Source: an optimization exercise on an open RTL-to-GDS flow (aim: small area). Production flows keep margins and buffers that such runs may drop.
At most, simulation tests tie the RTL to the original design; equivalence was not proved.
The RTL of runs 4 and 5 was laid out without a check of its function.
No activity file was given, so power comes from the tool's default toggle rates.

### flow/design.v
`timescale 1ns / 1ps
module PWMA(
    input clk,
    input reset,
    input [7:0] SW,
    output reg pwm_a,
    output reg pwm_b
    );
    reg [10:0] counter;
    reg pa, pb;
    wire [10:0] cnext = counter + 11'd1;
    function below;
        input [2:0] sel;
        input [10:0] c;
        begin
            case (sel)
                3'd1: below = c < 11'd650;
                3'd2: below = c < 11'd750;
                3'd3: below = c < 11'd850;
                3'd4: below = c < 11'd950;
                default: below = 1'b0;
            endcase
        end
    endfunction
    wire [10:0] cnext2 = counter + 11'd2;
    always @(posedge clk) begin
        if (reset) begin
            counter <= 11'd0;
            pa <= 1'b0;
            pb <= 1'b0;
            pwm_a <= 1'b0;
            pwm_b <= 1'b0;
        end
        else begin
            counter <= cnext;
            pa <= below(SW[6:4], cnext2);
            pb <= below(SW[3:1], cnext2);
            pwm_a <= pa;
            pwm_b <= pb;
        end
    end
endmodule
`timescale 1ns / 1ps
module distance(
    input clk,
    input reset,
    input disF,
    input disB,
    output reg detF,
    output reg detB
    );
    always @ (posedge clk) begin
        if (reset) begin
            detF <= 0;
            detB <= 0;
        end
        else begin
            if (disF == 0) begin
                detF <= 1;
            end
            else begin
                detF <= 0;
            end
            if (disB == 0) begin
                detB <= 1;
            end
            else begin
                detB <= 0;
            end
        end
    end
endmodule
`timescale 1ns / 1ps
module Overcurrent(
    input clk,
    input reset,
    input sens,
    output reg oc_flag
);
    reg [16:0] oc_timer;
    reg [13:0] debounce;
    localparam [16:0] TIM_END = 17'd43223;    
    localparam [13:0] DEB_END = 14'd6219;     
    wire [16:0] tim_next = {oc_timer[15:0], ~(oc_timer[16] ^ oc_timer[13])};
    wire [13:0] deb_next = {debounce[12:0], ~(debounce[13] ^ debounce[12])};
    wire tim_end = (oc_timer == TIM_END);
    wire deb_end = (debounce == DEB_END);
    always @(posedge clk) begin
        if (reset) begin
            oc_flag <= 1'b0;
            oc_timer <= 17'd0;
            debounce <= 14'd0;
        end
        else if (oc_flag) begin
            if (deb_end) begin
                oc_flag <= 1'b0;
                debounce <= 14'd0;
            end
            else
                debounce <= deb_next;
        end
        else if (tim_end) begin
            if (sens) begin
                if (deb_end) begin
                    debounce <= 14'd0;
                    oc_flag <= 1'b1;
                end
                else
                    debounce <= deb_next;
            end
            else
                oc_timer <= 17'd0;
        end
        else
            oc_timer <= tim_next;
    end
endmodule
`timescale 1ns / 1ps
module IPS_Line(
    input clk,
    input reset,
    input IPS_F,
    input IPS_L,
    input IPS_R,
    input IPS_TR,
    input IPS_TL,
    input EFOR,
    input EREV,
    input EL,
    input ER,
    input EAL,
    input EAR,
    input EFLIP,
    output reg ETL,
    output reg ETR,
    output reg FORA,
    output reg BCKA,
    output reg FORB
);
    localparam IDLE = 3'b000;
    localparam FORWARD = 3'b001;
    localparam ARIGHT = 3'b010;
    localparam ALEFT = 3'b011;
    localparam RIGHT = 3'b100;
    localparam LEFT = 3'b101;
    localparam SPIN = 3'b110;
    localparam REVERSE = 3'b111;
    reg [2:0] state;
    always @(posedge clk) begin
        ETR <= (state == RIGHT) || (state == SPIN);
        ETL <= (state == LEFT);
    end
    always @(posedge clk) begin
        if (reset) begin
            state <= IDLE;
            {FORA, BCKA, FORB} <= 3'b000;
        end
        else begin
            case (state)
                IDLE: begin
                    {FORA, BCKA, FORB} <= 3'b000;
                    if (IPS_F && EFOR && !EREV)
                        state <= FORWARD;
                    else if (IPS_F && !EFOR && !EREV)
                        state <= IDLE;
                    else if (EFLIP)
                        state <= SPIN;
                    else if (EREV)
                        state <= REVERSE;
                end
                FORWARD: begin
                    {FORA, BCKA, FORB} <= 3'b101;
                    if (!IPS_F)
                        state <= IDLE;
                    else if (IPS_TR && ER)
                        state <= RIGHT;
                    else if (IPS_TL && EL)
                        state <= LEFT;
                    else if (IPS_R && EAR)
                        state <= ARIGHT;
                    else if (IPS_L && EAL)
                        state <= ALEFT;
                end
                ARIGHT: begin
                    {FORA, BCKA, FORB} <= 3'b100;
                    if (IPS_F && !IPS_R)
                        state <= IDLE;
                end
                ALEFT: begin
                    {FORA, BCKA, FORB} <= 3'b011;
                    if (IPS_F && !IPS_L)
                        state <= IDLE;
                end
                RIGHT: begin
                    {FORA, BCKA, FORB} <= IPS_TL ? 3'b101 : 3'b100;
                    if (IPS_F && !IPS_L && !IPS_TL && !IPS_TR)
                        state <= IDLE;
                end
                LEFT: begin
                    {FORA, BCKA, FORB} <= IPS_TR ? 3'b101 : 3'b011;
                    if (IPS_F && !IPS_R && !IPS_TR && !IPS_TL)
                        state <= IDLE;
                end
                SPIN: begin
                    {FORA, BCKA, FORB} <= 3'b100;
                    if (IPS_F)
                        state <= IDLE;
                end
                REVERSE: begin
                    {FORA, BCKA, FORB} <= 3'b010;
                    if (!EREV)
                        state <= IDLE;
                end
            endcase
        end
    end
endmodule
`timescale 1ns / 1ps
module c_store(
    input clk,
    input reset,
    input [1:0] code,
    output reg [1:0] pos1, pos2, pos3
    );
    reg [1:0] state;             
    wire in_use = (pos1 == code) || (pos2 == code) || (pos3 == code);
    wire bgr = (pos1 == 2'b11) && (pos2 == 2'b10) && (pos3 == 2'b01);
    wire bg0 = (pos1 == 2'b11) && (pos2 == 2'b10) && (pos3 == 2'b00);
    reg [1:0] st;
    reg [1:0] n1, n2, n3;
    always @(*) begin
        st = state;
        n1 = pos1;
        n2 = pos2;
        n3 = pos3;
        if (code != 2'b00 && !in_use)
            st = code;
        else if (code == 2'b10 && bgr) begin
            n2 = 2'b01;
            n3 = 2'b10;
        end
        else if (code == 2'b11 && bgr) begin
            n1 = 2'b10;
            n2 = 2'b01;
            n3 = 2'b11;
        end
        else if (code == 2'b11 && bg0) begin
            n1 = 2'b10;
            n2 = 2'b11;
        end
        else
            st = 2'b00;
        if (st != 2'b00) begin
            if (pos1 == 2'b00)
                n1 = st;
            else if (pos2 == 2'b00)
                n2 = st;
            else if (pos3 == 2'b00)
                n3 = st;
        end
    end
    always @(posedge clk) begin
        if (reset) begin
            state <= 2'b00;
            pos1 <= 2'b00;
            pos2 <= 2'b00;
            pos3 <= 2'b00;
        end
        else begin
            state <= st;
            pos1 <= n1;
            pos2 <= n2;
            pos3 <= n3;
        end
    end
endmodule
`timescale 1ns / 1ps
module Color(
    input clk,
    input reset,
    input signal,
    output s2, s3,
    output wrap,                 
    output reg done,             
    output reg [1:0] state,
    output [5:0] led
    );
    reg [14:0] win;              
    localparam [14:0] WIN_LAST = 15'd25566;      
    assign wrap = (win == WIN_LAST);
    wire [14:0] win_next = {win[13:0], ~(win[14] ^ win[13])};
    reg pre_signal;
    wire edge_now = signal ^ pre_signal;
    reg [13:0] cnt;
    reg [13:0] x;
    reg [1:0] k;
    reg [1:0] code;              
    reg done2;
    wire gt = cnt > x;
    wire lt = cnt < x;
    wire f5 = cnt > 14'd5000;
    assign s2 = state[1];
    assign s3 = state[0];
    always @(posedge clk) begin
        if (reset) begin
            win <= 15'd0;
            pre_signal <= 1'b0;
            cnt <= 14'd0;
            done <= 1'b0;
            state <= 2'd0;
            k <= 2'd0;
            code <= 2'd0;
        end
        else begin
            pre_signal <= signal;
            done <= wrap;
            if (done)
                state <= state + 2'd1;
            if (done2 && state == 2'd3)
                code <= k;
            if (wrap) begin
                win <= 15'd0;
                cnt <= {13'd0, edge_now};
                case (state)
                    2'd3: begin
                        x <= cnt;
                        k <= {1'b1, f5};
                    end
                    2'd0: begin
                        if (gt || !k[1])
                            x <= cnt;
                        k <= {lt & k[0], (gt | ~k[1]) & f5};
                    end
                    2'd1: begin
                        if (gt && f5)
                            k <= 2'b11;
                        else if (lt && k[0])
                            k <= 2'b01;
                        else if (lt && k[1])
                            k <= 2'b10;
                        else
                            k <= 2'b00;
                    end
                    default: ;
                endcase
            end
            else begin
                win <= win_next;
                cnt <= cnt + {13'd0, edge_now};
            end
        end
    end
    always @(posedge clk)
        done2 <= done;
    c_store cstore(
        .clk(clk),
        .reset(reset),
        .code(code),
        .pos1(led[1:0]),
        .pos2(led[3:2]),
        .pos3(led[5:4])
    );
endmodule
`timescale 1ns / 1ps
module detect(
input clk,
input reset,
input isig,
input col_wrap,              
input col_done,              
input [1:0] col_state,
output reg IRED,
output reg IGREEN,
output reg IBLUE,
output reg IWHITE
    );
    reg pre_signal;
    reg [11:0] cnt;                  
    reg [1:0] statee;
    reg rok, bok, gok;
    wire detected = IRED | IGREEN | IBLUE;
    wire edge_now = isig ^ pre_signal;
    wire [11:0] f = cnt + {11'd0, edge_now & ~(&cnt)};
    wire ir_wrap = col_wrap && col_state == 2'd3;
    wire ir_done = col_done && col_state == 2'd3;
    always @(posedge clk) begin
        if (reset) begin
            pre_signal <= 1'b0;
            cnt <= 12'd0;
            statee <= 2'd0;
            gok <= 1'b0;
            IRED <= 1'b0;
            IGREEN <= 1'b0;
            IBLUE <= 1'b0;
            IWHITE <= 1'b0;
        end
        else begin
            pre_signal <= isig;
            cnt <= ir_wrap ? 12'd0 : f;
            if (ir_wrap && !detected) begin
                case (statee)
                    2'd0: rok <= f > 12'd800 && f < 12'd1200;
                    2'd1: bok <= f > 12'd2800 && f < 12'd3200;
                    2'd3: gok <= f > 12'd1800 && f < 12'd2300;
                    default: ;
                endcase
            end
            if (ir_done) begin
                statee <= statee + 2'd1;
                if (!detected && statee == 2'd2) begin
                    IRED <= rok;
                    IBLUE <= !rok && bok;
                    IGREEN <= !rok && !bok && gok;
                    IWHITE <= !rok && !bok && !gok;
                end
            end
        end
    end
endmodule
`timescale 1ns / 1ps
module Top(
    input clk,
    input [7:0] SW,
    input reset,
    input sens,
    input disF,
    input disB,
    input BOX,
    input signal,
    input IPS_F,
    input IPS_L,
    input IPS_R,
    input IPS_TR,
    input IPS_TL,
    input isig,
    output reg FORA,
    output reg BCKA,
    output reg FORB,
    output BCKB,
    output ENA,
    output ENB,
    output s2, s3,
    output [7:0] led,
    output [1:0] spot,
    output IWHITE,
    output IRED,
    output IGREEN,
    output IBLUE,
    output drop
);
    wire pwm_a, pwm_b;
    wire oc_flag;
    wire detF, detB;
    wire FORA_IPS, BCKA_IPS, FORB_IPS;
    wire TL, TR;
    reg L, R, AL, AR, FLIP, FOR, REV;
    wire col_wrap, col_done;
    wire [1:0] col_state;
    PWMA pwm (.clk(clk), .reset(reset), .SW(SW), .pwm_a(pwm_a), .pwm_b(pwm_b));
    distance distance (
    .clk(clk),
    .reset(reset),
    .disF(disF),
    .disB(disB),
    .detF(detF),
    .detB(detB)
    );
    Overcurrent oc_protection (
    .clk(clk),
    .reset(reset),
    .sens(sens),
    .oc_flag(oc_flag)
    );
    IPS_Line ips_line (
        .clk(clk),
        .reset(reset),
        .IPS_F(IPS_F),
        .IPS_L(IPS_L),
        .IPS_R(IPS_R),
        .IPS_TR(IPS_TR),
        .IPS_TL(IPS_TL),
        .FORA(FORA_IPS),
        .BCKA(BCKA_IPS),
        .FORB(FORB_IPS),
        .EFOR(FOR),
        .EREV(REV),
        .EL(L),
        .ER(R),
        .EAL(AL),
        .EAR(AR),
        .ETL(TL),
        .ETR(TR),
        .EFLIP(FLIP)
    );
    Color color (
        .clk(clk),
        .reset(reset),
        .signal(signal),
        .s2(s2),
        .s3(s3),
        .wrap(col_wrap),
        .done(col_done),
        .state(col_state),
        .led(led[5:0])
    );
    assign led[7:6] = 2'b00;
    assign drop = 1'b0;
    detect IR (
        .clk(clk),
        .reset(reset),
        .isig(isig),
        .col_wrap(col_wrap),
        .col_done(col_done),
        .col_state(col_state),
        .IWHITE(IWHITE),
        .IRED(IRED),
        .IGREEN(IGREEN),
        .IBLUE(IBLUE)
    );
    localparam START   = 4'd0;
    localparam PCOL    = 4'd1;
    localparam ASSIGN  = 4'd2;
    localparam POS1    = 4'd3;
    localparam POS2    = 4'd4;
    localparam SKIP    = 4'd5;
    localparam POS3    = 4'd6;
    localparam DASSIGN = 4'd7;
    localparam DPOS1   = 4'd8;
    localparam DPOS2   = 4'd9;
    localparam SPIN    = 4'd10;
    localparam PICKUP  = 4'd11;
    localparam DROPD   = 4'd12;
    reg [3:0] state;
    reg [1:0] pos;
    assign spot = {pos[1] | (pos[0] & IGREEN), pos[0] & ~IGREEN};
    reg [17:0] cnt;
    reg deb_done;
    localparam [17:0] CNT_SPIN = 18'd0;          
    localparam [17:0] CNT_SKIP = 18'd70086;      
    localparam [17:0] CNT_END  = 18'd56963;
    wire cnt_end = (cnt == CNT_END);
    wire [17:0] cnt_next = {cnt[16:0], ~(cnt[17] ^ cnt[10])};
    wire deb_end = deb_done | cnt_end;
    wire [1:0] ir_code = IRED ? 2'b01 : IGREEN ? 2'b10 : 2'b11;
    always @(posedge clk) begin
    if (reset) begin
        state <= START;
        L <= 0;
        R <= 0;
        AL <= 1;
        AR <= 1;
        pos <= 2'd0;
        FLIP <= 0;
        FOR <= 0;
        REV <= 0;
        deb_done <= 0;
        FORA <= 0;
        BCKA <= 0;
        FORB <= 0;
    end
    else begin
    if (SW[0]) begin
        case(state)
            START: begin
                FOR <= IRED | IGREEN | IBLUE;
                REV <= 0;
                if (IRED | IGREEN | IBLUE)
                    state <= PCOL;
            end
            PCOL: begin
                FOR <= 1;
                REV <= 0;
                if (led[1:0] == ir_code) begin
                    pos <= 2'd1;
                    state <= ASSIGN;
                end
                else if (led[3:2] == ir_code) begin
                    pos <= 2'd2;
                    state <= ASSIGN;
                end
                else if (led[5:4] == ir_code) begin
                    pos <= 2'd3;
                    state <= ASSIGN;
                end
            end
            ASSIGN: begin
                state <= (pos == 2'd1) ? POS1 : POS2;
            end
            POS1: begin
                L <= 0;
                R <= 0;
                AL <= 1;
                AR <= 1;
                if (IPS_TR) begin
                    AR <= 0;
                    cnt <= CNT_SKIP;
                    state <= SKIP;
                end
                else if (detF) begin
                    cnt <= CNT_SPIN;
                    state <= SPIN;
                end
            end
            POS2: begin
                if (pos == 2'd2) begin
                    L <= 1;
                    R <= 1;
                    AL <= 1;
                    AR <= 1;
                    if (detF) begin
                        cnt <= CNT_SPIN;
                        state <= SPIN;
                    end
                end
                else begin
                    if (IPS_TL && !L && !TL && !TR) begin
                        AL <= 0;
                        cnt <= CNT_SKIP;
                        state <= SKIP;
                    end
                    else begin
                        L <= 0;
                        R <= 1;
                        AR <= 1;
                        AL <= 1;
                    end
                end
            end
            SKIP: begin
                if (deb_end) begin
                    deb_done <= 1;
                    if (pos == 2'd3) begin
                        if (IPS_TL)
                            state <= POS3;
                    end
                    else if (pos == 2'd1)
                        state <= POS1;
                end
                else begin
                    cnt <= cnt_next;
                    L <= 0;
                    R <= 0;
                end
            end
            POS3: begin
                R <= 0;
                L <= 1;
                AL <= 1;
                AR <= 1;
                if (detF) begin
                    cnt <= CNT_SPIN;
                    state <= SPIN;
                end
            end
            DASSIGN: begin
                state <= (pos == 2'd1) ? DPOS1 : DPOS2;
            end
            DPOS1: begin
                FOR <= 1;
                REV <= 0;
                L <= 0;
                R <= 0;
                AL <= 1;
                AR <= 1;
                if (IPS_TL) begin
                    AL <= 0;
                    cnt <= CNT_SKIP;
                    state <= SKIP;
                end
                if (detF)
                    state <= DROPD;
            end
            SPIN: begin
                FOR <= 0;
                REV <= 1;
                if (cnt_end) begin
                    FLIP <= 1;
                    FOR <= 1;
                    REV <= 0;
                    if (IPS_F) begin
                        FLIP <= 0;
                        REV <= 1;
                        state <= PICKUP;
                    end
                end
                else
                    cnt <= cnt_next;
            end
            PICKUP: begin
                if (detB) begin
                    REV <= 1;
                    FOR <= 0;
                end
                else if (BOX) begin
                    REV <= 0;
                    FOR <= 1;
                    state <= DASSIGN;
                end
            end
            DROPD: begin
                if (detF)
                    FOR <= 0;
                if (!BOX) begin
                    cnt <= CNT_END;
                    state <= SPIN;
                end
            end
            default: ;
        endcase
    end
        FORA <= FORA_IPS;
        BCKA <= BCKA_IPS;
        FORB <= FORB_IPS;
    end
end
    assign BCKB = (FORA | BCKA) & ~FORB;
    assign ENA = pwm_a && ~oc_flag;
    assign ENB = pwm_b && ~oc_flag;
endmodule
### flow/run.sh
#!/bin/bash
# synth_recipe.tcl (not shown) runs the flow's synth.tcl, then flattens the netlist and writes it again
# the make line also repeats each setting of config.mk as NAME=value (left out here)
make -C /OpenROAD-flow-scripts/flow DESIGN_CONFIG=/design/flow/config.mk WORK_HOME=/design/flow/orfs CLKGATE_MAP_FILE= SYNTH_SCRIPT=/design/flow/synth_recipe.tcl finish
### flow/config.mk
export PLATFORM = sky130hd
export DESIGN_NAME = Top
export DESIGN_NICKNAME = Top
export VERILOG_FILES = /design/flow/design.v
export SDC_FILE = /design/flow/constraint.sdc
export NUM_CORES = 4
export LEC_CHECK = 0
export CAP_MARGIN = 20
export CORE_MARGIN = 2
export CORE_UTILIZATION = 40
export SLEW_MARGIN = 20
### flow/constraint.sdc
create_clock -name core_clock -period 10.0 [get_ports {clk}]
set_input_delay 2.0000 -clock core_clock [delete_from_list [all_inputs] [get_ports {clk}]]
set_output_delay 2.0000 -clock core_clock [all_outputs]
set_load 0.01 [all_outputs]
==> out/summary.txt, run 1 <==
Outcome -> finished clean
Placed Instances -> 1288
Residual DRC -> 0
Prevailing post-synth register cell -> dfxtp_1
Max Cap Viol -> 0
Fin area -> 0.0102 sq mm
Vias per cell -> 5.53
DP Area -> 0.00955 sq mm
Power per Cell Area -> 152 mW/mm^2
Routing usage on met1 -> 23.6%
Post-Syn Area -> 0.00900 sq mm
Cts hold-fix bufs -> 0
Yosys reg bits -> 174
Critical path class -> in -> reg
Htree depth -> 4
Clk sink count -> 174
Post-CTS sizing -> 0
Crit share post-route -> 46.8%
Clk Latency, worst-skew pair -> 440 ps
P_leak -> 3.64 nW
Post-route ant nets -> 0
Layout Cells excl Fill -> 1320
Cells after synthesis -> 1021
Worst endpoint required time -> 10220 ps
Initial antenna violation count -> 0
Worst VDD drop -> 0.0993 mV
Synth cell types -> 77
Worst Clk Skew -> 11.9 ps
Hold WC Path Type -> reg -> reg
Async S/R FF share, synth -> 0%
Initial core utilization -> 41.0%
Fin. Hold Viols -> 0
Total CTS buffers -> 17
Seq/Total Area, Yosys -> 42.5%
# nets final -> 1076
Routability congestion estimate -> 0.838
Setup TNS Final -> 0 ps
Ratio of cells with drive above 1 in the final layout -> 5.38%
Fmax -> 214 MHz
Std-Cell Rows -> 54
Final Setup Violations -> 0
CORE AREA -> 0.0220 sq mm
Area of the die -> 0.0237 sq mm
Global Route Usage Sum -> 17.0%
Syn_area_per_cell -> 8.82 sq um
Die Wd -> 154 um
I/O pins -> 44
Slew HR -> 37.0%
Via count -> 7300
Most common library cell in the layout ignoring fill and taps -> dfxtp_1
GR Util met3 -> 3.86%
Utilization after layout -> 46.3%
Area of the multi-input gates -> 0.00480 sq mm
Number of global-route vias before repair -> 6541
Global route overflow -> 0
Total power -> 0.00155 W
Largest net degree at the start of global routing -> 68
Routed wire length -> 20000 um
Post-CTS setup buffer count -> 0
Clock Pin Slew Worst Setup and Hold Paths -> 70 ps
Max-slew violation count -> 0
Unrepaired setup endpoints after global routing -> false
Hpwl dp -> 13700 um
GR peak layer -> met2
Area delta synth->final -> 12.9%
Most frequent cells in the layout -> 140 x dfxtp_1, 106 x nor2_1, 80 x nand2_1, 62 x a21oi_1, 49 x o21ai_0
Worst-Margin Slew -> 945 ps
Initial DRT Pass Iterations -> 7
Port Buffer Count -> 39
WL/cell -> 15.1 um
CTS tree -> done
Seq. cell area -> 0.00382 sq mm
Crit Path Max Fanout -> 17
Fin crit period -> 4680 ps
Crit path DAT -> 4910 ps
Post-synth EDFFs -> 34
Fillers -> 2081
CP Launch Type -> primary input
ANT cells -> 0
Setup crit end kind -> flip-flop
Global-route wire length before repair -> 33000 um
Die Ht -> 154 um
Root buffer cell -> clkbuf_16
Starting DRT DRC Count -> 586
Met2 Use GR -> 25.9%
Yosys warns -> 8
CTS Buffer Depth -> 2
logic make-up (layout without fill, tap and decap cells):
| kind of cell | count (synthesis) | count (layout) | share of synthesized area (%) |
|---|---|---|---|
| adder cells (fa/ha/maj) | 28 | 28 | 3.89 |
| XOR/XNOR | 45 | 45 | 4.38 |
| AND/OR/NAND/NOR | 402 | 402 | 23.5 |
| other | 1 | 3 | 0.0416 |
| buffers and inverters | 98 | 115 | 4.34 |
| AO/OA/AOI/OAI | 254 | 254 | 19.2 |
| multiplexers | 19 | 19 | 2.17 |
| flip-flops | 174 | 174 | 42.5 |
metrics by stage:
stage | setup WS (ps) | hold WS (ps)
after floorplan | 5830 | 407
after global placement | 4990 | 417
after detailed placement | 4960 | 427
after CTS | 5370 | 445
after global routing | 5150 | 461
final | 5320 | 439
sequential cells by signal, summed over array words and instances (netlist names), 3 cells and up:
register	cells
color.win	15
color.x	14
ips_line.state	3
pwm.counter	11
color.cnt	14
state	4
cnt	18
IR.cnt	12
oc_protection.oc_timer	17
oc_protection.debounce	14
layer usage:
layer	vias up	wire, um
met5	-	0
met4	0	286
met2	150	8800
li1	3705	-
met1	3424	9920
met3	21	985
path summary, 6_finish.rpt:
path	start	to	slack (ps)	depth (start not counted)
setup / recovery	isig	IR.rok$_DFFE_PP_	5320	11
hold / removal	pwm.pa$_SDFF_PP0_	pwm.pwm_a$_SDFF_PP0_	440	1
setup reg to reg	IR.cnt[2]$_SDFF_PP0_	IR.rok$_DFFE_PP_	6400	11
hold reg to reg	pwm.pa$_SDFF_PP0_	pwm.pwm_a$_SDFF_PP0_	440	1
report_power, final:
group,internal (W),switching (W)
sequential,0.000731,0.0000221
clock,0.000362,0.000324
combinational,0.0000515,0.0000570
total,0.00115,0.000404
cell type report:
type	count	area share [%]
Multi-Input combinational cell	751	47.2
Tap cell	280	3.44
Inverter	38	1.40
Clock buffer	17	4.18
Clock inverter	15	1.97
Sequential cell	174	37.6
Timing Repair Buffer	45	4.23
critical path, cell delays in order:
cell and delay [ps]:
clkdlybuf4s50_1 430, xnor2_1 160, a21oi_1 140, ha_1 200
ha_1 550, nand3_1 170, or2_1 290, mux2_2 280
o21ai_0 280, nand2b_1 120, o31ai_1 290
cells in the mapped netlist, drive strengths merged, types with 27 or more instances:
master  instances  area share [%]
dfxtp         140              31
o21ai          49             2.7
nand3          29             1.6
clkbuf         40             1.7
a22o           27             2.6
edfxtp         34              11
a21oi          62             3.4
nor2          106             4.4
inv            38             1.6
ha             28             3.9
nand2          80             3.3
nor2b          33             2.3
==> inputs of run 2 (changes only) <==
--- a/flow/config.mk
+++ b/flow/config.mk
@@ -5,6 +5,7 @@
 export SDC_FILE = /design/flow/constraint.sdc
 export NUM_CORES = 4
 export LEC_CHECK = 0
+export ABC_AREA = 1
 export CAP_MARGIN = 20
 export CORE_MARGIN = 2
 export CORE_UTILIZATION = 40
==> out/summary.txt, run 2 <==
Max reg flops -> 18 (unchanged)
# nets final -> 1364 (+27%)
Initial core utilization -> 40.5% (-0.47 points)
Global-route wire length before repair -> 35000 um (+6.1%)
Clk Latency, worst-skew pair -> 430 ps (about the same)
Global route overflow -> 0 (unchanged)
Final WS setup -> 5470 ps (+158 ps)
Area delta synth->final -> 13.3%
Most flop-heavy register -> cnt
Std-Cell Rows -> 55 (+1.9%)
Global Route Usage Sum -> 17.6% (+0.57 points)
CTS tree -> done
Synth cell types -> 51 (-34%)
Setup TNS Final -> 0 ps (unchanged)
Yosys warns -> 8 (unchanged)
Clk sink count -> 174 (unchanged)
Crit share post-route -> 45.3% (-1.6 points)
Area of the die -> 0.0240 sq mm (+1.3%)
Comb power frac -> 24.1% (+17 points)
Max-slew violation count -> 0 (unchanged)
Pre-CTS WS -> 5030 ps (+63.1 ps)
Largest registers -> cnt x18, oc_protection.oc_timer x17, color.win x15
Most area-hungry cell type in the Yosys netlist -> dfxtp_1
Cts hold-fix bufs -> 0 (unchanged)
Reg2reg path depth -> 16 (+5)
Routability congestion estimate -> 0.903 (+7.8%)
Area contributors post-synth -> dfxtp_1 31%, nand2_1 11%, edfxtp_1 11%
Die Ht -> 155 um (+0.63%)
Routed wire length -> 20600 um (+3.3%)
Critical path class -> in -> reg
Hold depth -> 0 (-1)
Switch share -> 33.5% (+7.5 points)
Largest net degree at the start of global routing -> 48 (-29%)
Starting DRT DRC Count -> 489 (-17%)
Setup crit end kind -> flip-flop
DP Area -> 0.00976 sq mm (+2.2%)
Fillers -> 2294 (+10%)
Fin crit period -> 4530 ps (-158 ps)
Crit path DAT -> 4710 ps (-200 ps)
WL/cell -> 12.8 um (-16%)
ANT cells -> 0 (unchanged)
Seq/Total Area, Yosys -> 41.9% (-0.54 points)
Post-Syn Area -> 0.00912 sq mm (+1.3%)
Hpwl dp -> 14700 um (+7.3%)
Outcome -> finished clean
Slew HR -> 46.1% (+9.1 points)
Number of global-route vias before repair -> 7489 (+14%)
Post-route ant nets -> 0 (unchanged)
P_leak -> 4.29 nW (+18%)
Worst Clk Skew -> 16.1 ps (+4.16 ps)
Unrepaired setup endpoints after global routing -> false
Clock Pin Slew Worst Setup and Hold Paths -> 70 ps (about the same)
Fin. Hold Viols -> 0 (unchanged)
Power per Cell Area -> 191 mW/mm^2 (+25%)
Vias per cell -> 5.06 (-8.6%)
Via count -> 8155 (+12%)
Seq. cell area -> 0.00382 sq mm (unchanged)
Prevailing post-synth register cell -> dfxtp_1
Top cell type's share of synthesized area -> 30.7% (-0.40 points)
CORE AREA -> 0.0225 sq mm (+2.5%)
Total CTS buffers -> 17 (unchanged)
Worst-Margin Slew -> 806 ps (-140 ps)
Post-CTS setup buffer count -> 0 (unchanged)
Initial DRT Pass Iterations -> 5 (-2)
Fmax -> 221 MHz (+3.5%)
Max Cap Viol -> 0 (unchanged)
Cells after synthesis -> 1281 (+25%)
Initial antenna violation count -> 0 (unchanged)
Async S/R FF share, synth -> 0% (unchanged)
Area of the multi-input gates -> 0.00441 sq mm (-8.1%)
Yosys reg bits -> 174 (unchanged)
Most frequent cell after synthesis -> nand2_1
Hold WC Path Type -> reg -> reg
Root buffer cell -> clkbuf_16
Ratio of cells with drive above 1 in the final layout -> 5.95% (+0.56 points)
Final Setup Violations -> 0 (unchanged)
Post-synth EDFFs -> 34 (unchanged)
Worst VDD drop -> 0.128 mV (+29%)
Switching power -> 0.000660 W (+64%)
CTS Buffer Depth -> 2 (unchanged)
Fin area -> 0.0103 sq mm (+1.6%)
Htree depth -> 4 (unchanged)
Syn_area_per_cell -> 7.12 sq um (-19%)
Port Buffer Count -> 39 (unchanged)
Most frequent cells after synthesis -> 274 x nand2_1, 189 x inv_1, 171 x nor2_1, 140 x dfxtp_1, 94 x nand3_1
Residual DRC -> 0 (unchanged)
Crit Path Max Fanout -> 6 (-11)
CP Launch Type -> primary input
Worst endpoint required time -> 10180 ps (-40 ps)
I/O pins -> 44 (unchanged)
Most common library cell in the layout ignoring fill and taps -> nand2_1
Flop pwr share -> 42.4% (-6.3 points)
P_int -> 0.00131 W (+14%)
Post-CTS sizing -> 0 (unchanged)
Clock share of power -> 33.5% (-11 points)
Die Wd -> 155 um (+0.63%)
Most frequent cells in the layout -> 274 x nand2_1, 189 x inv_1, 171 x nor2_1, 140 x dfxtp_1, 94 x nand3_1
[run 2: cell types whose count changed in the layout (fill, tap and decap cells not counted), moves of 14 or more]
cell / change
nand3_1: +65
mux2i_1: -15
a22o_1: -27
a21oi_1: +14
inv_1: +151
nand2b_1: -14
nand2_1: +194
nor2b_1: -33
nor2_1: +65
xnor2_1: -16
and2_1: -22
xor2_1: -16
[run 2: critical path, cell delays in order]
cell and delay, ps:
clkdlybuf4s50_1 430, xnor2_1 140, a21oi_1 120, ha_1 280, ha_1 230, nand3_1 140, nor2_1 290, nand2_1 100
xor2_1 360, inv_1 100, nor2_1 140, nand3_1 80, nor2_1 130, nand2_1 70, nand2_1 60, nor2_1 30
[run 2: cells by family (layout without fill, tap and decap cells)]
group                      count (synthesis)  in the layout  synth area share (%)
other                                      1              3                0.0411
DFF                                      174            174                  41.9
adders and majority gates                 28             28                  3.84
xor gates and xnor gates                  13             13                  1.25
and+or+nand+nor                          639            639                  30.8
buffers and inverters                    230            275                  9.86
AOI/OAI and AO/OA                        196            196                  12.3
[run 2: per-stage QoR]
step | total power, W | cells | utilization, % | hold slack, ps
3_3_place_gp | 0.00132 | 1581 | 43.4 | 391
5_1_grt | 0.00209 | 1613 | 45.9 | 405
4_1_cts | 0.00199 | 1613 | 45.9 | 401
6_report | 0.00197 | 1613 | 45.9 | 402
2_1_floorplan | 0.00121 | 1283 | - | 365
3_5_place_dp | 0.00132 | 1581 | 43.4 | 385
[run 2: cell type report]
type | instances | share of cell area [%]
Clock inverter | 13 | 1.19
Inverter | 200 | 7.26
Tap cell | 285 | 3.45
Sequential cell | 174 | 37.0
Clock buffer | 19 | 4.39
Multi-Input combinational cell | 879 | 42.7
Timing Repair Buffer | 43 | 4.02
[run 2: power by group through the flow]
stage               logic, W  clock network (W)  registers (W)
floorplan           0.000380                  0       0.000828
global placement    0.000466                  0       0.000849
detailed placement  0.000471                  0       0.000849
CTS                 0.000473           0.000680       0.000834
global route        0.000539           0.000707       0.000842
finish              0.000475           0.000659       0.000835
[run 2: worst paths after layout]
check,startpoint,end,slack [ps]
setup / recovery,isig,IR.bok$_DFFE_PP_,5470
hold / removal,color.done$_SDFF_PP0_,color.done2$_DFF_P_,400
setup reg to reg,IR.cnt[7]$_SDFF_PP0_,IR.bok$_DFFE_PP_,7000
hold reg to reg,color.done$_SDFF_PP0_,color.done2$_DFF_P_,400
[run 2: metal layers]
metal,part of all wire [%],global-route usage [%],vias up
li1,-,-,4252
met1,50,23.9,3728
met2,45,28.7,154
met3,4.7,3.51,21
met4,0.98,4.59,0
met5,0,0,-
==> inputs of run 3 (changes only) <==
==> flow/flow/run.sh (new file) <==
#!/bin/bash
# Own flow: the standard layout (standard.sh) with two changes:
#  - clock tree: no dummy balancing loads, smaller clock buffers;
#  - port buffers: the smallest buffer, buf_1.
# Each tool's output goes to ORFS's own logs under orfs/logs; make's output
# goes to flow_make.log here.
set -euo pipefail
export CTS_ARGS="-sink_clustering_enable -repair_clock_nets -dont_use_dummy_load -root_buf sky130_fd_sc_hd__clkbuf_16 -buf_list sky130_fd_sc_hd__clkbuf_8 -sink_clustering_size 30 -sink_clustering_max_diameter 100"
export BUFFER_PORTS_ARGS="-buffer_cell sky130_fd_sc_hd__buf_1"
bash standard.sh finish > flow_make.log 2>&1
==> flow/standard.sh (new file) <==
#!/bin/bash
# synth_recipe.tcl (not shown) runs the flow's synth.tcl, then flattens the netlist and writes it again
# the make line also repeats each setting of config.mk as NAME=value (left out here)
make -C /OpenROAD-flow-scripts/flow DESIGN_CONFIG=/design/flow/config.mk WORK_HOME=/design/flow/orfs CLKGATE_MAP_FILE= SYNTH_SCRIPT=/design/flow/synth_recipe.tcl "${@:-finish}"
--- a/flow/config.mk
+++ b/flow/config.mk
@@ -5,7 +5,6 @@
 export SDC_FILE = /design/flow/constraint.sdc
 export NUM_CORES = 4
 export LEC_CHECK = 0
-export ABC_AREA = 1
 export CAP_MARGIN = 20
 export CORE_MARGIN = 2
 export CORE_UTILIZATION = 40
removed: flow/run.sh
==> out/summary.txt, run 3 <==
Outcome -> finished clean
Die Wd -> 154 um (-0.62%)
Total CTS buffers -> 17 (unchanged)
Std-Cell Rows -> 54 (-1.8%)
GR Util met3 -> 4.79% (+1.3 points)
Total power -> 0.00123 W (-37%)
Port Buffer Count -> 39 (unchanged)
Most frequent cell after synthesis -> dfxtp_1
Most common library cell in the layout ignoring fill and taps -> dfxtp_1
DP Area -> 0.00931 sq mm (-4.6%)
Hold WC Path Type -> reg -> reg
Crit share post-route -> 42.7% (-2.5 points)
ANT cells -> 0 (unchanged)
Root buffer cell -> clkbuf_16
Met2 Use GR -> 26.8% (-1.9 points)
Initial DRT Pass Iterations -> 5 (unchanged)
Post-CTS sizing -> 0 (unchanged)
Residual DRC -> 0 (unchanged)
Worst VDD drop -> 0.0749 mV (-42%)
Post-synth EDFFs -> 34 (unchanged)
Worst-Margin Slew -> 899 ps (+92.9 ps)
CP most frequent cell -> ha_1
Routability congestion estimate -> 0.844 (-6.5%)
CORE AREA -> 0.0220 sq mm (-2.4%)
Fin area -> 0.00955 sq mm (-7.6%)
Area delta synth->final -> 6.09%
Ratio of cells with drive above 1 in the final layout -> 4.10% (-1.9 points)
Setup crit end kind -> flip-flop
Area contributors post-synth -> dfxtp_1 31%, edfxtp_1 11%, nor2_1 4.4%
Largest registers -> cnt x18, oc_protection.oc_timer x17, color.win x15
# nets final -> 1076 (-21%)
Global route overflow -> 0 (unchanged)
Clk Latency, worst-skew pair -> 400 ps (-30 ps)
Cts hold-fix bufs -> 0 (unchanged)
Power per Cell Area -> 129 mW/mm^2 (-32%)
WL/cell -> 14.9 um (+16%)
Fmax -> 234 MHz (+6.0%)
Die Ht -> 154 um (-0.62%)
Largest net degree at the start of global routing -> 63 (+31%)
Global Route Usage Sum -> 17.2% (-0.40 points)
Clock Pin Slew Worst Setup and Hold Paths -> 70 ps (about the same)
Hpwl dp -> 13700 um (-7.0%)
Prevailing post-synth register cell -> dfxtp_1
Top cell type's share of synthesized area -> 31.1% (+0.40 points)
Synth cell types -> 77 (+51%)
Global-route wire length before repair -> 33800 um (-3.4%)
Routed wire length -> 19400 um (-5.8%)
Utilization after layout -> 43.5% (-2.4 points)
Max-slew violation count -> 0 (unchanged)
Post-route ant nets -> 0 (unchanged)
Syn_area_per_cell -> 8.82 sq um (+24%)
Setup TNS Final -> 0 ps (unchanged)
Final Setup Violations -> 0 (unchanged)
Fin crit period -> 4270 ps (-254 ps)
Cells after synthesis -> 1021 (-20%)
Worst Clk Skew -> 46.6 ps (+30.5 ps)
Async S/R FF share, synth -> 0% (unchanged)
Fin. Hold Viols -> 0 (unchanged)
CTS tree -> done
Most flop-heavy register -> cnt
Slew HR -> 40.0% (-6.1 points)
Yosys warns -> 8 (unchanged)
Vias per cell -> 5.54 (+9.7%)
Most frequent cells in the layout -> 140 x dfxtp_1, 106 x nor2_1, 80 x nand2_1, 62 x a21oi_1, 49 x o21ai_0
Starting DRT DRC Count -> 620 (+27%)
Critical path class -> in -> reg
CTS Buffer Depth -> 2 (unchanged)
I/O pins -> 44 (unchanged)
Yosys reg bits -> 174 (unchanged)
Max Cap Viol -> 0 (unchanged)
Most area-hungry cell type in the Yosys netlist -> dfxtp_1
Seq/Total Area, Yosys -> 42.5% (+0.54 points)
Worst endpoint required time -> 10170 ps (about the same)
CP Launch Type -> primary input
Area of the die -> 0.0237 sq mm (-1.2%)
P_leak -> 3.37 nW (-21%)
Crit-path max cell delay -> 550 ps (+120 ps)
Initial antenna violation count -> 0 (unchanged)
Crit path DAT -> 4440 ps (-270 ps)
Routing usage on met1 -> 23.8% (-0.12 points)
Via count -> 7235 (-11%)
GR peak layer -> met2
Max reg flops -> 18 (unchanged)
Post-Syn Area -> 0.00900 sq mm (-1.3%)
Number of global-route vias before repair -> 6722 (-10%)
Post-CTS setup buffer count -> 0 (unchanged)
Most frequent cells after synthesis -> 140 x dfxtp_1, 106 x nor2_1, 80 x nand2_1, 62 x a21oi_1, 49 x o21ai_0
Crit Path Max Fanout -> 17 (+11)
CP max stage cell -> ha_1
Crit-path cells -> buf_1 > xnor2_1 > a21oi_1 > ha_1 > ha_1 > nand3_1 > or2_1 > mux2_2 > o21ai_0 > nand2b_1 > o31ai_1
Unrepaired setup endpoints after global routing -> false
Htree depth -> 4 (unchanged)
Clk sink count -> 174 (unchanged)
Initial core utilization -> 41.0% (+0.47 points)
run 3: cell types whose count changed after synthesis, sizes merged, moves of 14 or more:
cell,change
nor2,-79
xor2,+16
a21oi,-14
nand2,-201
mux2i,+15
and2,+23
a22o,+27
nor2b,+33
inv,-158
o21ai,-18
nand3,-68
xnor2,+16
nand2b,+14
clkbuf,+29
run 3: area by class of cell:
type,instances,area [sq um]
multi-input combinational,751,4800
fill,2188,12400
tap,280,350
inverter,38,143
sequential,174,3820
timing repair buffer,45,193
clock buffer,17,245
run 3: report_power, final:
group | leakage, nW | internal (W) | switching (W)
Sequential | 1.46 | 0.000732 | 0.0000221
Combinational | 1.78 | 0.0000431 | 0.0000556
Clock | 0.127 | 0.000161 | 0.000218
Total | 3.37 | 0.000936 | 0.000296
run 3: per-layer routing:
| layer | up-vias | share of wire (%) |
|---|---|---|
| li1 | 3705 | - |
| met1 | 3368 | 49 |
| met2 | 146 | 44 |
| met3 | 16 | 5.8 |
| met4 | 0 | 0.94 |
| met5 | - | 0 |
run 3: path summary, 6_finish.rpt:
kind	startpoint	endpoint	slack (ps)	depth (start not counted)
min reg2reg	ips_line.BCKA$_SDFF_PP0_	BCKA$_SDFF_PP0_	440	1
max reg2reg	IR.cnt[2]$_SDFF_PP0_	IR.rok$_DFFE_PP_	6510	11
max	isig	IR.rok$_DFFE_PP_	5730	11
min	ips_line.BCKA$_SDFF_PP0_	BCKA$_SDFF_PP0_	440	1
run 3: cell families (layout without fill, tap and decap cells):
group	after synthesis	in the layout	share of synthesized area [%]
mux	19	19	2.17
xor+xnor	45	45	4.38
buf+inv	98	100	4.34
flops	174	174	42.5
compound gates	254	254	19.2
other cells	1	3	0.0416
simple gates	402	402	23.5
fa+ha+maj	28	28	3.89
run 3: through the flow:
step | hold slack (ps) | std cells | setup WS (ps)
after floorplan | 407 | 1023 | 5830
after global placement | 420 | 1288 | 5360
after detailed placement | 429 | 1288 | 5360
after CTS | 447 | 1305 | 5750
after global routing | 463 | 1305 | 5500
final | 442 | 1305 | 5730
run 3: critical path: cells and delay by family:
kind | cells | cell delay [ps]
muxes | 1 | 280
xor gates and xnor gates | 1 | 140
buffers and inverters | 1 | 100
AOI/OAI and AO/OA | 3 | 620
and+or+nand+nor | 3 | 550
adders and majority gates | 2 | 740
==> inputs of run 4 (changes only) <==
--- a/flow/design.v
+++ b/flow/design.v
@@ -14,15 +14,16 @@
         input [10:0] c;
         begin
             case (sel)
-                3'd1: below = c < 11'd650;
-                3'd2: below = c < 11'd750;
-                3'd3: below = c < 11'd850;
-                3'd4: below = c < 11'd950;
+                3'd1: below = c < 11'd648;
+                3'd2: below = c < 11'd748;
+                3'd3: below = c < 11'd848;
+                3'd4: below = c < 11'd948;
                 default: below = 1'b0;
             endcase
+            if (sel >= 3'd1 && sel <= 3'd4 && c[10:1] == 10'h3ff)
+                below = 1'b1;
         end
     endfunction
-    wire [10:0] cnext2 = counter + 11'd2;
     always @(posedge clk) begin
         if (reset) begin
             counter <= 11'd0;
@@ -33,8 +34,8 @@
         end
         else begin
             counter <= cnext;
-            pa <= below(SW[6:4], cnext2);
-            pb <= below(SW[3:1], cnext2);
+            pa <= below(SW[6:4], counter);
+            pb <= below(SW[3:1], counter);
             pwm_a <= pa;
             pwm_b <= pb;
         end
@@ -79,16 +80,27 @@
 );
     reg [16:0] oc_timer;
     reg [13:0] debounce;
+    reg tim_done;                
     localparam [16:0] TIM_END = 17'd43223;    
     localparam [13:0] DEB_END = 14'd6219;     
     wire [16:0] tim_next = {oc_timer[15:0], ~(oc_timer[16] ^ oc_timer[13])};
     wire [13:0] deb_next = {debounce[12:0], ~(debounce[13] ^ debounce[12])};
-    wire tim_end = (oc_timer == TIM_END);
+    wire tim_end = tim_done | (oc_timer == TIM_END);
     wire deb_end = (debounce == DEB_END);
+    wire tim_clear = !oc_flag && tim_end && !sens;
+    always @(posedge clk) begin
+        if (reset || tim_clear) begin
+            oc_timer <= 17'd0;
+            tim_done <= 1'b0;
+        end
+        else begin
+            oc_timer <= tim_next;
+            tim_done <= tim_end;
+        end
+    end
     always @(posedge clk) begin
         if (reset) begin
             oc_flag <= 1'b0;
-            oc_timer <= 17'd0;
             debounce <= 14'd0;
         end
         else if (oc_flag) begin
@@ -99,20 +111,14 @@
             else
                 debounce <= deb_next;
         end
-        else if (tim_end) begin
-            if (sens) begin
-                if (deb_end) begin
-                    debounce <= 14'd0;
-                    oc_flag <= 1'b1;
-                end
-                else
-                    debounce <= deb_next;
+        else if (tim_end && sens) begin
+            if (deb_end) begin
+                debounce <= 14'd0;
+                oc_flag <= 1'b1;
             end
             else
-                oc_timer <= 17'd0;
+                debounce <= deb_next;
         end
-        else
-            oc_timer <= tim_next;
     end
 endmodule
 `timescale 1ns / 1ps
@@ -146,19 +152,33 @@
     localparam SPIN = 3'b110;
     localparam REVERSE = 3'b111;
     reg [2:0] state;
-    always @(posedge clk) begin
-        ETR <= (state == RIGHT) || (state == SPIN);
-        ETL <= (state == LEFT);
+    reg [2:0] prev;
+    reg ovr;
+    always @(posedge clk)
+        ovr <= (state == RIGHT) ? IPS_TL : IPS_TR;
+    always @(*) begin
+        ETR = (prev == RIGHT) || (prev == SPIN);
+        ETL = (prev == LEFT);
+        case (prev)
+            IDLE:    {FORA, BCKA, FORB} = 3'b000;
+            FORWARD: {FORA, BCKA, FORB} = 3'b101;
+            ARIGHT:  {FORA, BCKA, FORB} = 3'b100;
+            ALEFT:   {FORA, BCKA, FORB} = 3'b011;
+            RIGHT:   {FORA, BCKA, FORB} = ovr ? 3'b101 : 3'b100;
+            LEFT:    {FORA, BCKA, FORB} = ovr ? 3'b101 : 3'b011;
+            SPIN:    {FORA, BCKA, FORB} = 3'b100;
+            default: {FORA, BCKA, FORB} = 3'b010;    
+        endcase
     end
     always @(posedge clk) begin
         if (reset) begin
             state <= IDLE;
-            {FORA, BCKA, FORB} <= 3'b000;
+            prev <= IDLE;
         end
         else begin
+            prev <= state;
             case (state)
                 IDLE: begin
-                    {FORA, BCKA, FORB} <= 3'b000;
                     if (IPS_F && EFOR && !EREV)
                         state <= FORWARD;
                     else if (IPS_F && !EFOR && !EREV)
@@ -169,7 +189,6 @@
                         state <= REVERSE;
                 end
                 FORWARD: begin
-                    {FORA, BCKA, FORB} <= 3'b101;
                     if (!IPS_F)
                         state <= IDLE;
                     else if (IPS_TR && ER)
@@ -181,36 +200,24 @@
                     else if (IPS_L && EAL)
                         state <= ALEFT;
                 end
-                ARIGHT: begin
-                    {FORA, BCKA, FORB} <= 3'b100;
+                ARIGHT:
                     if (IPS_F && !IPS_R)
                         state <= IDLE;
-                end
-                ALEFT: begin
-                    {FORA, BCKA, FORB} <= 3'b011;
+                ALEFT:
                     if (IPS_F && !IPS_L)
                         state <= IDLE;
-                end
-                RIGHT: begin
-                    {FORA, BCKA, FORB} <= IPS_TL ? 3'b101 : 3'b100;
+                RIGHT:
                     if (IPS_F && !IPS_L && !IPS_TL && !IPS_TR)
                         state <= IDLE;
-                end
-                LEFT: begin
-                    {FORA, BCKA, FORB} <= IPS_TR ? 3'b101 : 3'b011;
+                LEFT:
                     if (IPS_F && !IPS_R && !IPS_TR && !IPS_TL)
                         state <= IDLE;
-                end
-                SPIN: begin
-                    {FORA, BCKA, FORB} <= 3'b100;
+                SPIN:
                     if (IPS_F)
                         state <= IDLE;
-                end
-                REVERSE: begin
-                    {FORA, BCKA, FORB} <= 3'b010;
+                REVERSE:
                     if (!EREV)
                         state <= IDLE;
-                end
             endcase
         end
     end
@@ -280,14 +287,13 @@
     input reset,
     input signal,
     output s2, s3,
-    output wrap,                 
     output reg done,             
     output reg [1:0] state,
     output [5:0] led
     );
     reg [14:0] win;              
     localparam [14:0] WIN_LAST = 15'd25566;      
-    assign wrap = (win == WIN_LAST);
+    wire wrap = (win == WIN_LAST);
     wire [14:0] win_next = {win[13:0], ~(win[14] ^ win[13])};
     reg pre_signal;
     wire edge_now = signal ^ pre_signal;
@@ -366,7 +372,6 @@
 input clk,
 input reset,
 input isig,
-input col_wrap,              
 input col_done,              
 input [1:0] col_state,
 output reg IRED,
@@ -375,13 +380,12 @@
 output reg IWHITE
     );
     reg pre_signal;
-    reg [11:0] cnt;                  
+    reg [11:0] cnt;
     reg [1:0] statee;
     reg rok, bok, gok;
     wire detected = IRED | IGREEN | IBLUE;
     wire edge_now = isig ^ pre_signal;
-    wire [11:0] f = cnt + {11'd0, edge_now & ~(&cnt)};
-    wire ir_wrap = col_wrap && col_state == 2'd3;
+    wire sat = &cnt[11:9];
     wire ir_done = col_done && col_state == 2'd3;
     always @(posedge clk) begin
         if (reset) begin
@@ -396,22 +400,24 @@
         end
         else begin
             pre_signal <= isig;
-            cnt <= ir_wrap ? 12'd0 : f;
-            if (ir_wrap && !detected) begin
-                case (statee)
-                    2'd0: rok <= f > 12'd800 && f < 12'd1200;
-                    2'd1: bok <= f > 12'd2800 && f < 12'd3200;
-                    2'd3: gok <= f > 12'd1800 && f < 12'd2300;
-                    default: ;
-                endcase
-            end
+            if (ir_done)
+                cnt <= {11'd0, edge_now};
+            else if (!sat)
+                cnt <= cnt + {11'd0, edge_now};
             if (ir_done) begin
                 statee <= statee + 2'd1;
-                if (!detected && statee == 2'd2) begin
-                    IRED <= rok;
-                    IBLUE <= !rok && bok;
-                    IGREEN <= !rok && !bok && gok;
-                    IWHITE <= !rok && !bok && !gok;
+                if (!detected) begin
+                    case (statee)
+                        2'd0: rok <= cnt > 12'd800 && cnt < 12'd1200;
+                        2'd1: bok <= cnt > 12'd2800 && cnt < 12'd3200;
+                        2'd3: gok <= cnt > 12'd1800 && cnt < 12'd2300;
+                        2'd2: begin
+                            IRED <= rok;
+                            IBLUE <= !rok && bok;
+                            IGREEN <= !rok && !bok && gok;
+                            IWHITE <= !rok && !bok && !gok;
+                        end
+                    endcase
                 end
             end
         end
@@ -454,7 +460,7 @@
     wire FORA_IPS, BCKA_IPS, FORB_IPS;
     wire TL, TR;
     reg L, R, AL, AR, FLIP, FOR, REV;
-    wire col_wrap, col_done;
+    wire col_done;
     wire [1:0] col_state;
     PWMA pwm (.clk(clk), .reset(reset), .SW(SW), .pwm_a(pwm_a), .pwm_b(pwm_b));
     distance distance (
@@ -498,7 +504,6 @@
         .signal(signal),
         .s2(s2),
         .s3(s3),
-        .wrap(col_wrap),
         .done(col_done),
         .state(col_state),
         .led(led[5:0])
@@ -509,7 +514,6 @@
         .clk(clk),
         .reset(reset),
         .isig(isig),
-        .col_wrap(col_wrap),
         .col_done(col_done),
         .col_state(col_state),
         .IWHITE(IWHITE),
@@ -593,7 +597,7 @@
                 AR <= 1;
                 if (IPS_TR) begin
                     AR <= 0;
-                    cnt <= CNT_SKIP;
+                    if (!deb_done) cnt <= CNT_SKIP;
                     state <= SKIP;
                 end
                 else if (detF) begin
@@ -615,7 +619,7 @@
                 else begin
                     if (IPS_TL && !L && !TL && !TR) begin
                         AL <= 0;
-                        cnt <= CNT_SKIP;
+                        if (!deb_done) cnt <= CNT_SKIP;
                         state <= SKIP;
                     end
                     else begin
@@ -664,7 +668,7 @@
                 AR <= 1;
                 if (IPS_TL) begin
                     AL <= 0;
-                    cnt <= CNT_SKIP;
+                    if (!deb_done) cnt <= CNT_SKIP;
                     state <= SKIP;
                 end
                 if (detF)
@@ -700,10 +704,8 @@
             DROPD: begin
                 if (detF)
                     FOR <= 0;
-                if (!BOX) begin
-                    cnt <= CNT_END;
+                if (!BOX)
                     state <= SPIN;
-                end
             end
             default: ;
         endcase
--- a/flow/config.mk
+++ b/flow/config.mk
@@ -7,5 +7,5 @@
 export LEC_CHECK = 0
 export CAP_MARGIN = 20
 export CORE_MARGIN = 2
-export CORE_UTILIZATION = 40
+export CORE_UTILIZATION = 65
 export SLEW_MARGIN = 20
==> out/summary.txt, run 4 <==
Most area-hungry cell type in the Yosys netlist -> dfxtp_1
Area delta synth->final -> 4.66%
Hpwl dp -> 12400 um (-9.2%)
Std-Cell Rows -> 42 (-22%)
Max Cap Viol -> 0 (unchanged)
CP Launch Type -> primary input
Total CTS buffers -> 17 (unchanged)
Utilization after layout -> 69.0% (+25 points)
Post-route ant nets -> 0 (unchanged)
Crit-path max cell delay -> 560 ps (about the same)
Largest net degree at the start of global routing -> 65 (+3.2%)
Global Route Usage Sum -> 25.4% (+8.3 points)
Reg2reg path depth -> 6 (-5)
Clock Pin Slew Worst Setup and Hold Paths -> 80 ps (about the same)
Final Setup Violations -> 0 (unchanged)
Ratio of cells with drive above 1 in the final layout -> 4.45% (+0.35 points)
Worst endpoint required time -> 10120 ps (-50 ps)
Most frequent cells in the layout -> 140 x dfxtp_1, 118 x nor2_1, 63 x a21oi_1, 60 x nand2_1, 44 x inv_1
Via count -> 6912 (-4.5%)
WL/cell -> 15.3 um (+2.7%)
# nets final -> 1017 (-5.5%)
Clk Latency, worst-skew pair -> 370 ps (-30 ps)
Critical path class -> in -> reg
Initial antenna violation count -> 0 (unchanged)
Most frequent cells after synthesis -> 140 x dfxtp_1, 118 x nor2_1, 63 x a21oi_1, 60 x nand2_1, 44 x inv_1
Setup TNS Final -> 0 ps (unchanged)
Initial DRT Pass Iterations -> 6 (+1)
Post-synth EDFFs -> 34 (unchanged)
Fmax -> 261 MHz (+12%)
Crit path DAT -> 3950 ps (-490 ps)
Initial core utilization -> 65.9% (+25 points)
ANT cells -> 0 (unchanged)
Starting DRT DRC Count -> 462 (-25%)
Max reg flops -> 18 (unchanged)
Syn_area_per_cell -> 9.02 sq um (+2.3%)
Worst VDD drop -> 0.0907 mV (+21%)
Routability congestion estimate -> 0.869 (+2.9%)
Largest registers -> cnt x18, oc_protection.oc_timer x17, color.win x15
Root buffer cell -> clkbuf_16
Most common library cell in the layout ignoring fill and taps -> dfxtp_1
Slew HR -> 33.3% (-6.8 points)
CP most frequent cell -> inv_1
Crit share post-route -> 38.3% (-4.4 points)
Power per Cell Area -> 136 mW/mm^2 (+5.4%)
Hold depth -> 0 (-1)
CTS Buffer Depth -> 2 (unchanged)
Setup crit end kind -> flip-flop
Outcome -> finished clean
Synth cell types -> 85 (+10%)
Post-CTS setup buffer count -> 0 (unchanged)
Unrepaired setup endpoints after global routing -> false
Crit-path cells -> buf_1 > nor2b_1 > inv_1 > a21oi_2 > inv_1 > and2_1 > a22o_1
Global route overflow -> 0 (unchanged)
Total power -> 0.00123 W (-0.42%)
Htree depth -> 4 (unchanged)
Area contributors post-synth -> dfxtp_1 33%, edfxtp_1 12%, nor2_1 5.1%
Yosys reg bits -> 174 (unchanged)
Cts hold-fix bufs -> 0 (unchanged)
Yosys warns -> 8 (unchanged)
Cells after synthesis -> 956 (-6.4%)
Routed wire length -> 17500 um (-10%)
Fin crit period -> 3830 ps (-444 ps)
Die Ht -> 119 um (-23%)
Crit Path Max Fanout -> 10 (-7)
Area of the die -> 0.0142 sq mm (-40%)
Worst Clk Skew -> 16.5 ps (-30.2 ps)
CTS tree -> done
Seq/Total Area, Yosys -> 44.3% (+1.9 points)
Port Buffer Count -> 39 (unchanged)
Async S/R FF share, synth -> 0% (unchanged)
Max-slew violation count -> 0 (unchanged)
Hold WC Path Type -> reg -> reg
Fin. Hold Viols -> 0 (unchanged)
Post-Syn Area -> 0.00862 sq mm (-4.2%)
Residual DRC -> 0 (unchanged)
Post-CTS sizing -> 0 (unchanged)
Prevailing post-synth register cell -> dfxtp_1
I/O pins -> 44 (unchanged)
Worst-Margin Slew -> 1000 ps (+101 ps)
P_leak -> 3.35 nW (-0.61%)
Global-route wire length before repair -> 29800 um (-12%)
Die Wd -> 119 um (-23%)
Vias per cell -> 6.05 (+9.2%)
CP max stage cell -> nor2b_1
Clk sink count -> 174 (unchanged)
CORE AREA -> 0.0131 sq mm (-40%)
Number of global-route vias before repair -> 6423 (-4.4%)
Most flop-heavy register -> cnt
Most frequent cell after synthesis -> dfxtp_1
Top cell type's share of synthesized area -> 32.5% (+1.4 points)
run 4: changes by cell type in the layout (fill, tap and decap cells not counted), sizes merged, moves of 6 or more:
cell,previous run,this run
xnor2,20,13
inv,38,44
and3,13,5
a22o,27,11
and2,24,34
nor2,106,118
nand2,80,60
o21ai,49,33
run 4: final cells by class:
class / instances / area (sq um)
clock buffer: 17 / 245
fill: 1084 / 4060
inverter: 44 / 165
multi-input combinational: 688 / 4390
sequential: 174 / 3820
tap: 176 / 220
timing repair buffer: 43 / 178
run 4: final timing paths:
path / startpoint / to / slack, ps
setup / recovery: IPS_TR / cnt[0]$_DFFE_PP_ / 6170
hold / removal: color.done$_SDFF_PP0_ / color.done2$_DFF_P_ / 430
setup reg to reg: state[0]$_SDFFE_PP0P_ / cnt[0]$_DFFE_PP_ / 7240
hold reg to reg: color.done$_SDFF_PP0_ / color.done2$_DFF_P_ / 430
run 4: cells by family (layout without fill, tap and decap cells):
| kind of cell | after synthesis | count (layout) | share of synthesized area, % |
|---|---|---|---|
| mux | 20 | 20 | 2.35 |
| xor+xnor | 37 | 37 | 3.76 |
| flops | 174 | 174 | 44.3 |
| compound gates | 219 | 219 | 17.0 |
| other cells | 1 | 3 | 0.0435 |
| fa+ha+maj | 28 | 28 | 4.06 |
| buf+inv | 96 | 104 | 4.92 |
| simple gates | 381 | 381 | 23.5 |
run 4: stage by stage:
step | instance area (sq um) | cells | setup WS, ps | hold WS [ps]
floorplan | 8630 | 958 | 5310 | 399
global placement | 8770 | 1124 | 5920 | 417
detailed placement | 8780 | 1125 | 5820 | 418
CTS | 9020 | 1142 | 6210 | 431
global route | 9020 | 1142 | 6060 | 459
finish | 9020 | 1142 | 6170 | 429
run 4: power breakdown:
group          switching [W]  internal [W]  total, W
registers          0.0000244      0.000732  0.000757
logic              0.0000566     0.0000441  0.000101
clock network       0.000208      0.000161  0.000369
run 4: routing by layer:
layer,up-vias,wire [um],part of all wire [%],track usage (%)
li1,3417,-,-,-
met1,3285,8210,47,35.7
met2,198,8140,47,39.8
met3,12,962,5.5,5.46
met4,0,157,0.90,6.99
met5,-,0,0,0
run 4: critical path, delay by kind of cell:
family	cells	cell delay [ps]
compound gates	2	620
buf+inv	3	570
simple gates	2	750
==> inputs of run 5 (changes only) <==
--- a/flow/config.mk
+++ b/flow/config.mk
@@ -7,5 +7,5 @@
 export LEC_CHECK = 0
 export CAP_MARGIN = 20
 export CORE_MARGIN = 2
-export CORE_UTILIZATION = 65
+export CORE_UTILIZATION = 40
 export SLEW_MARGIN = 20
==> out/summary.txt, run 5 <==
Hold WC Path Type -> reg -> reg
Die Ht -> 151 um (+27%)
Setup TNS Final -> 0 ps (unchanged)
Global Route Usage Sum -> 16.6% (-8.8 points)
# nets final -> 1020 (+0.29%)
Largest net degree at the start of global routing -> 61 (-6.2%)
Via count -> 6642 (-3.9%)
Initial antenna violation count -> 0 (unchanged)
CTS tree -> done
Placed Instances -> 1227 (+9.1%)
Routed wire length -> 18000 um (+3.2%)
P_int -> 0.000938 W (about the same)
Global route overflow -> 0 (unchanged)
Post-CTS setup buffer count -> 0 (unchanged)
Clock Pin Slew Worst Setup and Hold Paths -> 80 ps (about the same)
Worst VDD drop -> 0.0595 mV (-34%)
CP Launch Type -> primary input
Pre-CTS WS -> 5850 ps (+23.4 ps)
Comb power frac -> 8.2% (about the same)
Most area-hungry cell type in the Yosys netlist -> dfxtp_1
ANT cells -> 0 (unchanged)
Fmax -> 265 MHz (+1.4%)
Post-Syn Area -> 0.00862 sq mm (unchanged)
Hpwl dp -> 12500 um (+0.91%)
CTS Buffer Depth -> 2 (unchanged)
Async S/R FF share, synth -> 0% (unchanged)
Ratio of cells with drive above 1 in the final layout -> 4.64% (+0.19 points)
Most frequent cells after synthesis -> 140 x dfxtp_1, 118 x nor2_1, 63 x a21oi_1, 60 x nand2_1, 44 x inv_1
Reg2reg path depth -> 6 (unchanged)
Number of global-route vias before repair -> 6080 (-5.3%)
Residual DRC -> 0 (unchanged)
I/O pins -> 44 (unchanged)
Top cell type's share of synthesized area -> 32.5% (unchanged)
Most common library cell in the layout ignoring fill and taps -> dfxtp_1
Synth cell types -> 85 (unchanged)
Vias per cell -> 5.34 (-12%)
Routability congestion estimate -> 0.847 (-2.6%)
Critical path class -> in -> reg
Setup crit end kind -> flip-flop
Switch share -> 24.2% (+0.60 points)
Seq/Total Area, Yosys -> 44.3% (unchanged)
Most frequent cells in the layout -> 140 x dfxtp_1, 118 x nor2_1, 63 x a21oi_1, 60 x nand2_1, 44 x inv_1
Worst-Margin Slew -> 917 ps (-82.8 ps)
Flop pwr share -> 61.2% (-0.5 points)
Unrepaired setup endpoints after global routing -> false
Most flop-heavy register -> cnt
WL/cell -> 14.5 um (-5.3%)
Fin crit period -> 3780 ps (-51.5 ps)
Worst endpoint required time -> 10120 ps (about the same)
Cts hold-fix bufs -> 0 (unchanged)
Prevailing post-synth register cell -> dfxtp_1
Clk sink count -> 174 (unchanged)
Final Setup Violations -> 0 (unchanged)
Area of the die -> 0.0227 sq mm (+60%)
Yosys warns -> 8 (unchanged)
Area of the multi-input gates -> 0.00439 sq mm (about the same)
Initial core utilization -> 40.9% (-25 points)
Slew HR -> 38.9% (+5.6 points)
Std-Cell Rows -> 53 (+26%)
Worst Clk Skew -> 29.3 ps (+12.9 ps)
Layout Cells excl Fill -> 1244 (+8.9%)
CORE AREA -> 0.0211 sq mm (+61%)
Starting DRT DRC Count -> 527 (+14%)
Fin. Hold Viols -> 0 (unchanged)
Crit share post-route -> 37.8% (-0.51 points)
Global-route wire length before repair -> 30500 um (+2.4%)
Post-route ant nets -> 0 (unchanged)
Initial DRT Pass Iterations -> 5 (-1)
Post-synth EDFFs -> 34 (unchanged)
Area delta synth->final -> 6.34%
Port Buffer Count -> 39 (unchanged)
Syn_area_per_cell -> 9.02 sq um (unchanged)
Total CTS buffers -> 17 (unchanged)
Post-CTS sizing -> 0 (unchanged)
Crit path DAT -> 3890 ps (-60 ps)
Die Wd -> 151 um (+27%)
Clock share of power -> 30.7% (+0.6 points)
Max reg flops -> 18 (unchanged)
Most frequent cell after synthesis -> dfxtp_1
Clk Latency, worst-skew pair -> 390 ps (+20 ps)
Power per Cell Area -> 135 mW/mm^2 (-0.77%)
Crit Path Max Fanout -> 10 (unchanged)
Total power -> 0.00124 W (+0.83%)
Cells after synthesis -> 956 (unchanged)
Largest registers -> cnt x18, oc_protection.oc_timer x17, color.win x15
Hold depth -> 1 (+1)
Yosys reg bits -> 174 (unchanged)
Max-slew violation count -> 0 (unchanged)
Area contributors post-synth -> dfxtp_1 33%, edfxtp_1 12%, nor2_1 5.1%
P_leak -> 3.36 nW (+0.44%)
Seq. cell area -> 0.00382 sq mm (unchanged)
Final WS setup -> 6220 ps (+51.5 ps)
Outcome -> finished clean
Switching power -> 0.000299 W (+3.4%)
Fillers -> 2125 (+96%)
Max Cap Viol -> 0 (unchanged)
Root buffer cell -> clkbuf_16
Htree depth -> 4 (unchanged)
run 5: cell counts after synthesis:
Identical to the previous run, type by type.
run 5: layout make-up:
cell class	instances	share of cell area (%)
Multi-Input combinational cell	688	47.9
Sequential cell	174	41.7
Clock buffer	17	2.67
Inverter	44	1.80
Tap cell	275	3.75
Timing Repair Buffer	46	2.21
run 5: stage by stage:
| stage | utilization [%] | hold slack [ps] | area, sq um |
|---|---|---|---|
| floorplan | - | 399 | 8630 |
| global placement | 42.3 | 428 | 8920 |
| detailed placement | 42.3 | 433 | 8920 |
| CTS | 43.5 | 453 | 9170 |
| global route | 43.5 | 463 | 9170 |
| finish | 43.5 | 448 | 9170 |
run 5: worst paths after layout:
kind / slack [ps] / end / startpoint
worst max-delay path: 6220 / cnt[0]$_DFFE_PP_ / IPS_TR
worst min-delay path: 450 / pwm.counter[0]$_SDFF_PP0_ / pwm.counter[0]$_SDFF_PP0_
worst max register to register: 7370 / state[2]$_SDFFE_PP0P_ / state[3]$_SDFFE_PP0P_
worst min register to register: 450 / pwm.counter[0]$_SDFF_PP0_ / pwm.counter[0]$_SDFF_PP0_
run 5: kinds of logic (layout without fill, tap and decap cells):
kind of cell / Yosys count / in the layout / share of synthesized area, %
xor gates and xnor gates: 37 / 37 / 3.76
adders and majority gates: 28 / 28 / 4.06
and+or+nand+nor: 381 / 381 / 23.5
buffers and inverters: 96 / 107 / 4.92
AOI/OAI and AO/OA: 219 / 219 / 17.0
muxes: 20 / 20 / 2.35
other: 1 / 3 / 0.0435
DFF: 174 / 174 / 44.3
run 5: routing by layer:
metal	track usage [%]	part of all wire (%)	vias up
met3	3.70	4.9	10
met5	0	0	-
met4	4.21	0.85	0
met1	24.3	50	3062
li1	-	-	3431
met2	24.8	44	139
run 5: power groups by stage:
stage,Clock [W],Sequential (W),Combinational [W]
final,0.000379,0.000756,0.000101
after global placement,0,0.000772,0.0000991
after CTS,0.000400,0.000757,0.000102
after global routing,0.000423,0.000760,0.000115
after floorplan,0,0.000762,0.0000845
after detailed placement,0,0.000772,0.000101
run 5: critical path, cell delays in order:
cell and delay [ps]:
buf_1 380, nor2b_1 530, inv_1 110, a21oi_2 380, inv_1 60, and2_1 190
a22o_1 230

==> re-timing with driven ports <==
How much do the figures lean on ideal ports? The routed layouts below were timed once more, with nothing changed but the port constraints.
Step 1: set_driving_cell puts a clkbuf_16 on clk and a buf_2 on each other input, an assumption about the parent block.
Step 2 also shifts input and output timing later by t, the mid clock arrival at the registers, as if the neighbouring blocks saw the same clock.
a / b / c = ideal / step 1 / step 2; a / b = the first two.
run	shift t [ns]	setup slack, ns	worst setup path at the end
run 1	0.475	5.317 / 5.324 / 4.849	input to register
run 2	0.468	5.475 / 5.498 / 5.030	input to register
run 3	0.419	5.729 / 5.734 / 5.315	input to register
run 4	0.411	6.173 / 6.194 / 5.783	input to register
run 5	0.410	6.225 / 6.243 / 5.833	input to register
After both steps setup and hold are still met in every run listed. The setup slack of run 1, which loses most, moves by +0.007 ns with the drivers and by -0.468 ns with both steps.
